This design comes from an exercise in tuning for small area, a short achievable clock period and few clock cycles per item on the open sky130 flow, not from production work.
Function was checked by simulation only, so behaviour that the tests miss may differ from the original.
Power and IR drop assume default switching activity.

==> design/flow/config.mk <==
export PLATFORM = sky130hd
export DESIGN_NAME = onp_calc
export DESIGN_NICKNAME = onp_calc
export VERILOG_FILES = /design/flow/design.v
export SDC_FILE = /design/flow/constraint.sdc
export NUM_CORES = 4
export LEC_CHECK = 0
export CAP_MARGIN = 20
export CORE_MARGIN = 2
export CORE_UTILIZATION = 40
export SLEW_MARGIN = 20
==> design/flow/constraint.sdc <==
create_clock -name core_clock -period 9.0 [get_ports {clk}]
set_input_delay 1.8000 -clock core_clock [delete_from_list [all_inputs] [get_ports {clk}]]
set_output_delay 1.8000 -clock core_clock [all_outputs]
set_load 0.01 [all_outputs]
==> design/flow/design.v <==
module onp_calc(
    input clk,
    input rst,
    input [3:0] in_data,
    input wr_data,
    output [31:0] result,
    output result_ready
    );
    reg       tv;
    reg [3:0] tok;
    always @(posedge clk or posedge rst)
        if (rst) tv <= 1'b0;
        else     tv <= wr_data;
    always @(posedge clk)
        tok <= in_data;
    wire t_dig = tv & (tok <= 4'd9);
    wire t_pm  = tv & (tok == 4'hA || tok == 4'hB);
    wire t_mul = tv & (tok == 4'hC);
    wire t_eq  = tv & (tok == 4'hD);
    wire t_lp  = tv & (tok == 4'hE);
    wire t_rp  = tv & (tok == 4'hF);
    reg  [23:0] P;
    reg         ps;
    reg  [20:0] S;
    reg  [16:0] M;
    reg         ms;
    reg         szero;    
    reg         mone;     
    reg         pmul;     
    reg         rdy;
    reg         init;
    wire clr = rdy | init;
    reg  [23:0] X, Y;
    reg         cin;
    always @* begin
        X = {{3{S[20]}}, S};
        Y = ps ? ~P : P;
        cin = ps;
        if (t_dig) begin
            cin = 1'b0;
            case (tok)
                4'd0: begin X = 24'd0;             Y = 24'd0; end
                4'd1: begin X = 24'd0;             Y = P; end
                4'd2: begin X = {P[22:0], 1'b0};   Y = 24'd0; end
                4'd3: begin X = {P[22:0], 1'b0};   Y = P; end
                4'd4: begin X = {P[21:0], 2'b0};   Y = 24'd0; end
                4'd5: begin X = {P[21:0], 2'b0};   Y = P; end
                4'd6: begin X = {P[21:0], 2'b0};   Y = {P[22:0], 1'b0}; end
                4'd7: begin X = {P[20:0], 3'b0};   Y = ~P; cin = 1'b1; end
                4'd8: begin X = {P[20:0], 3'b0};   Y = 24'd0; end
                default: begin X = {P[20:0], 3'b0}; Y = P; end
            endcase
        end
    end
    wire [23:0] sum = X + Y + {23'd0, cin};
    reg [3:0] fst [0:5];
    wire inh = ~pmul;
    wire [3:0] ftop = fst[0];
    wire f_szero = ftop[3], f_inh = ftop[2], f_mone = ftop[1], f_ms = ftop[0];
    integer i;
    always @(posedge clk)
        if (t_lp) begin
            fst[0] <= {szero, inh, mone, ms};
            for (i = 1; i < 6; i = i + 1) fst[i] <= fst[i-1];
        end else if (t_rp) begin
            for (i = 0; i < 5; i = i + 1) fst[i] <= fst[i+1];
        end
    reg [16:0] v0;
    reg [10:0] v1;
    reg [4:0]  v2;
    reg [1:0]  vc;
    wire push_s = t_lp & ~szero;
    wire push_m = t_lp & ~inh & ~mone;
    wire pop_m  = t_rp & ~f_inh & ~f_mone;
    wire pop_s  = t_rp & ~f_szero;
    wire [1:0] m_at = vc + {1'b0, push_s};
    always @(posedge clk) begin
        if (push_s && vc == 2'd0) v0 <= S[16:0];
        if (push_m && m_at == 2'd0) v0 <= M;
        if (push_s && vc == 2'd1) v1 <= S[10:0];
        if (push_m && m_at == 2'd1) v1 <= M[10:0];
        if (push_s && vc == 2'd2) v2 <= S[4:0];
        if (push_m && m_at == 2'd2) v2 <= M[4:0];
    end
    function [16:0] rd;
        input [1:0] k;
        case (k)
            2'd0: rd = v0;
            2'd1: rd = {{6{v1[10]}}, v1};
            default: rd = {{12{v2[4]}}, v2};
        endcase
    endfunction
    wire [16:0] top1 = rd(vc - 2'd1);
    wire [16:0] top2 = rd(vc - 2'd2);
    wire [16:0] pop_mv = top1;
    wire [16:0] pop_sv = pop_m ? top2 : top1;
    always @(posedge clk or posedge rst)
        if (rst) vc <= 2'd0;
        else if (clr) vc <= 2'd0;
        else if (t_lp) vc <= vc + {1'b0, push_s} + {1'b0, push_m};
        else if (t_rp) vc <= vc - {1'b0, pop_s} - {1'b0, pop_m};
    always @(posedge clk or posedge rst)
        if (rst) begin
            rdy <= 1'b0;
            init <= 1'b1;
            szero <= 1'b1;
            mone <= 1'b1;
            pmul <= 1'b0;
        end else begin
            init <= 1'b0;
            rdy <= t_eq;
            if (clr) begin
                szero <= 1'b1;
                mone <= 1'b1;
                pmul <= 1'b0;
            end else if (tv) begin
                pmul <= t_mul;
                if (t_pm) szero <= 1'b0;
                if (t_lp) begin
                    szero <= 1'b1;
                    if (~inh) mone <= 1'b0;
                end
                if (t_rp) begin
                    szero <= f_szero;
                    if (~f_inh) mone <= f_mone;
                end
            end
        end
    always @(posedge clk) begin
        if (clr) begin
            P <= 24'd1;
            ps <= 1'b0;
            S <= 21'd0;
            M <= 17'd1;
            ms <= 1'b0;
        end else begin
            if (t_dig) P <= sum;
            if (t_rp | t_eq) begin
                P <= sum;
                ps <= 1'b0;
            end
            if (t_pm) begin
                S <= sum[20:0];
                P <= {{7{M[16]}}, M};
                ps <= ms ^ tok[0];
            end
            if (t_lp) begin
                S <= 21'd0;
                if (~inh) M <= P[16:0];
                ms <= ps;
            end
            if (t_rp) begin
                S <= f_szero ? 21'd0 : {{4{pop_sv[16]}}, pop_sv};
                ms <= f_ms;
                if (~f_inh) M <= f_mone ? 17'd1 : pop_mv;
            end
        end
    end
    assign result = {{8{P[23]}}, P};
    assign result_ready = rdy;
endmodule
==> design/flow/run.sh <==
#!/bin/bash
# synth_recipe.tcl (not shown) runs the flow's synth.tcl, then flattens the netlist and writes it again
# the make line also repeats each setting of config.mk as NAME=value (left out here)
make -C /OpenROAD-flow-scripts/flow DESIGN_CONFIG=/design/flow/config.mk WORK_HOME=/design/flow/orfs CLKGATE_MAP_FILE= SYNTH_SCRIPT=/design/flow/synth_recipe.tcl finish
==> results.sh <==
export IMPL_run_status="timing/DRC/antenna clean"
export IMPL_final_setup_tns_ps=0
export IMPL_diodes=0
export IMPL_min_path_type="flop to flop"
export IMPL_max_cap_viol_count=0
export IMPL_crit_slowest_cell="dfxtp_1"
export IMPL_internal_power_mw=1.17
export IMPL_grt_use_total=0.231
export IMPL_maxSlewViolCount=0
export IMPL_fp_dieArea_mm2=0.0235
export IMPL_ys_ff_latch=133
export IMPL_final_common_cell="nand2_1"
export IMPL_ant_nets=0
export IMPL_synth_nets=1091
export IMPL_max_clock_freq_mhz=228
export IMPL_die_x_um=153
export IMPL_cellPowerDensity_mw_per_mm2=170
export IMPL_cp_end_kind="flop"
export IMPL_initial_core_util=0.408
export IMPL_route_detailed_drc=0
export IMPL_r2r_setup_slack_ps=4610
export IMPL_grt_pass1_wl_um=43000
export IMPL_pwr_share_clk=0.413
export IMPL_placed_cell_area_mm2=0.00940
export IMPL_cts_setup_buffers=0
export IMPL_worst_pin_slew_ps=1080
export IMPL_gp_congestion=0.870
export IMPL_fin_crit_ps=4390
export IMPL_cp_common_cell="fa_1"
export IMPL_power_leakage_nw=3.72
export IMPL_critPathMaxStageDelay_ps=720
export IMPL_fin_crit_sh=0.488
export IMPL_rr_worst_depth=14
export IMPL_critical_path_required_ps=9320
export IMPL_synth_cell_area_mm2=0.00890
export IMPL_grt_max_degree=42
export IMPL_async_reset_ff_frac=0.0602
export IMPL_numCtsBuffers=17
export IMPL_rows=54
export IMPL_hold_end="fst[5][2]"
export IMPL_drt_total_wl_um=27300
export IMPL_power_frac_comb=0.177
export IMPL_cts_tree="built"
export IMPL_critical_path_buf_inv_count=2
export IMPL_setup_viol=0
export IMPL_slew_headroom=0.279
export IMPL_antenna_found_initial=0
export IMPL_dp_hpwl_um=19300
export IMPL_overflow=0
export IMPL_power_switching_mw=0.533
export IMPL_syn_to_final_growth_pct=12.1
export IMPL_r2r_end="P[20]"
export IMPL_clockBufferDepth=2
export IMPL_min_from="fst[4][2]"
export IMPL_clkSinkCount=133
export IMPL_core_area_mm2=0.0218
export IMPL_yosys_area_top_type="edfxtp_1"
export IMPL_dr_total_vias=8035
export IMPL_crit_type="flop to flop"
export IMPL_clock_skew_ps=9.63
export IMPL_grt_pass1_vias=7482
export IMPL_root_buffer="clkbuf_16"
export IMPL_rsz0062_at_grt="false"
export IMPL_worstPathCellList="inv_1 -> a32oi_1 -> nor2b_2 -> buf_4 -> o21ai_0 -> fa_1 -> fa_1 -> nor2b_1 -> o2111ai_1 -> a21oi_2 -> a211oi_1 -> o21ai_1 -> xnor2_1 -> a2111oi_1"
export IMPL_io_pins=40
export IMPL_first_pass_iters=5
export IMPL_yosysTopAreaCellShare=0.192
export IMPL_seqPwrFrac=0.410
export IMPL_layout_common_cells="nand2_1, a21oi_1, o21ai_0, nor2_1, dfxtp_1"
export IMPL_start_kind="flop"
export IMPL_synth_area_leaders="edfxtp_1, dfxtp_1, a21oi_1"
export IMPL_crit_family="compound AO/OA/AOI/OAI gates"
export IMPL_whs_path_depth=0
export IMPL_switching_share=0.313
export IMPL_port_buffers=39
export IMPL_viasPerCell=6.07
export IMPL_ys_flop_type="dfxtp_1"
export IMPL_drive_gt1_frac=0.108
export IMPL_ctsResizeCount=0
export IMPL_cp_data_arrival_time_ps=4710
export IMPL_dieHeight_um=153
export IMPL_final_area_mm2=0.00998
export IMPL_clock_latency_ps=430
export IMPL_yosysUniqueCellTypes=80
export IMPL_ys_seq_area_frac=0.368
export IMPL_finalHoldViolations=0
export IMPL_synth_edf_count=57
export IMPL_cts_hold_buf=0
export IMPL_critPathMaxFanout=24
export IMPL_ys_warn_count=2
export IMPL_drtIter0Drc=695
export IMPL_timing_rr_start="tok[0]"
export IMPL_syn_inst=1050
export IMPL_path_clk_slew_ps=70
export IMPL_peakVddDrop_mv=0.120
export IMPL_cts_htree_levels=4
export IMPL_nets=1071
export IMPL_post_drt_wl_per_cell_um=20.6
export IMPL_syn_avg_cell_area_um2=8.48
-- layout make-up --
class | instances | area, um^2
fill | 2139 | 11800
multi-input combinational | 803 | 5180
sequential | 133 | 3280
timing repair buffer | 56 | 518
clock buffer | 17 | 425
tap | 280 | 350
clock inverter | 15 | 159
inverter | 19 | 71.3
-- metal layers --
metal,global-route usage,wire length (um),vias to the layer above
met5,0,0,-
met4,0.0723,614,0
met1,0.321,12200,3853
li1,-,-,3823
met2,0.366,12700,314
met3,0.0414,1750,45
-- worst max path at each step --
stage          endpoint  cells after the start  startpoint  slack (ps)
5_1_grt           v0[3]                      9      tok[3]        4240
2_1_floorplan     P[20]                     16      tok[2]        5350
3_3_place_gp      P[20]                     14      tok[0]        4700
4_1_cts           P[20]                     14      tok[0]        4630
3_5_place_dp      v0[9]                      9      tok[3]        4630
6_report          P[20]                     14      tok[0]        4610
-- Yosys cell counts (11+ instances only) --
cell type / number
nand2_1: 137
a21oi_1: 116
nor2_1: 89
o21ai_0: 88
clkbuf_1: 68
dfxtp_1: 68
edfxtp_1: 57
a22oi_1: 37
ha_1: 31
mux2_2: 30
a221o_1: 22
o211ai_1: 18
mux2_1: 17
inv_1: 16
nand3_1: 16
xnor2_1: 16
a21o_1: 13
buf_2: 13
a31oi_1: 12
a211oi_1: 11
buf_4: 11
-- worst reg2reg max path: stages (launching register included) --
cell and delay (ps):
dfxtp_1 720, inv_1 300, a32oi_1 240, nor2b_2 150, buf_4 310, o21ai_0 180, fa_1 460, fa_1 430
nor2b_1 190, o2111ai_1 190, a21oi_2 250, a211oi_1 120, o21ai_1 310, xnor2_1 110, a2111oi_1 320
-- sequential cells by signal, indices dropped and copies added, names as in the netlist, 2 cells and up --
signal  cells
v0         17
S          21
v1         11
fst        24
v2          5
M          17
vc          2
P          24
tok         4
-- power groups by stage --
| stage | logic [mW] | clock network (mW) | registers [mW] |
|---|---|---|---|
| 6_report | 0.301 | 0.703 | 0.696 |
| 5_1_grt | 0.330 | 0.737 | 0.699 |
| 4_1_cts | 0.298 | 0.710 | 0.695 |
| 3_5_place_dp | 0.296 | 0 | 0.708 |
| 3_3_place_gp | 0.296 | 0 | 0.708 |
| 2_1_floorplan | 0.218 | 0 | 0.683 |
-- stage by stage --
| stage | total power [mW] | hold slack (ps) | cells | setup WS [ps] | utilization |
|---|---|---|---|---|---|
| global placement | 1.00 | 429 | 1291 | 4700 | 0.431 |
| global route | 1.77 | 466 | 1323 | 4240 | 0.457 |
| detailed placement | 1.00 | 442 | 1291 | 4630 | 0.431 |
| CTS | 1.70 | 448 | 1323 | 4630 | 0.457 |
| finish | 1.70 | 448 | 1323 | 4610 | 0.457 |
| floorplan | 0.900 | 422 | 1050 | 5350 | - |
-- kinds of logic (layout without fill, tap and decap cells) --
group / count (synthesis) / after routing / share of synthesized area
compound gates: 388 / 388 / 0.279
buf+inv: 114 / 107 / 0.0545
fa+ha+maj: 34 / 34 / 0.0503
simple gates: 300 / 300 / 0.152
mux: 56 / 56 / 0.0724
other cells: 1 / 1 / 0.000421
flops: 133 / 133 / 0.368
xor+xnor: 24 / 24 / 0.0236
Testbench counts, summed over its fixed seeds: cycles 30,450, exprs 2,400.

## separate check: timing with driven ports
How much do the figures lean on ideal ports? The routed layout below was timed once more, with nothing changed but the port constraints.
Step 1 sets driving cells, clkbuf_16 on the clock port and buf_2 on the other inputs (assumed; they add their load-dependent delay and slew).
Step 2 also shifts input and output timing later by t, the mid clock arrival at the registers, as if the neighbouring blocks saw the same clock.
a / b / c = no drivers / after step 1 / after step 2; a / b = the first two.
shift t [ns]: 0.472
setup WS [ns]: 4.606 / 4.606 / 4.606
clock arrival spread, ns: 0.011 / 0.010
worst data-port slew with drivers (ns): 0.03
After both steps this run still meets setup and hold. For this run, drivers alone change the setup slack by 0.000 ns; drivers and shift together by 0.000 ns.
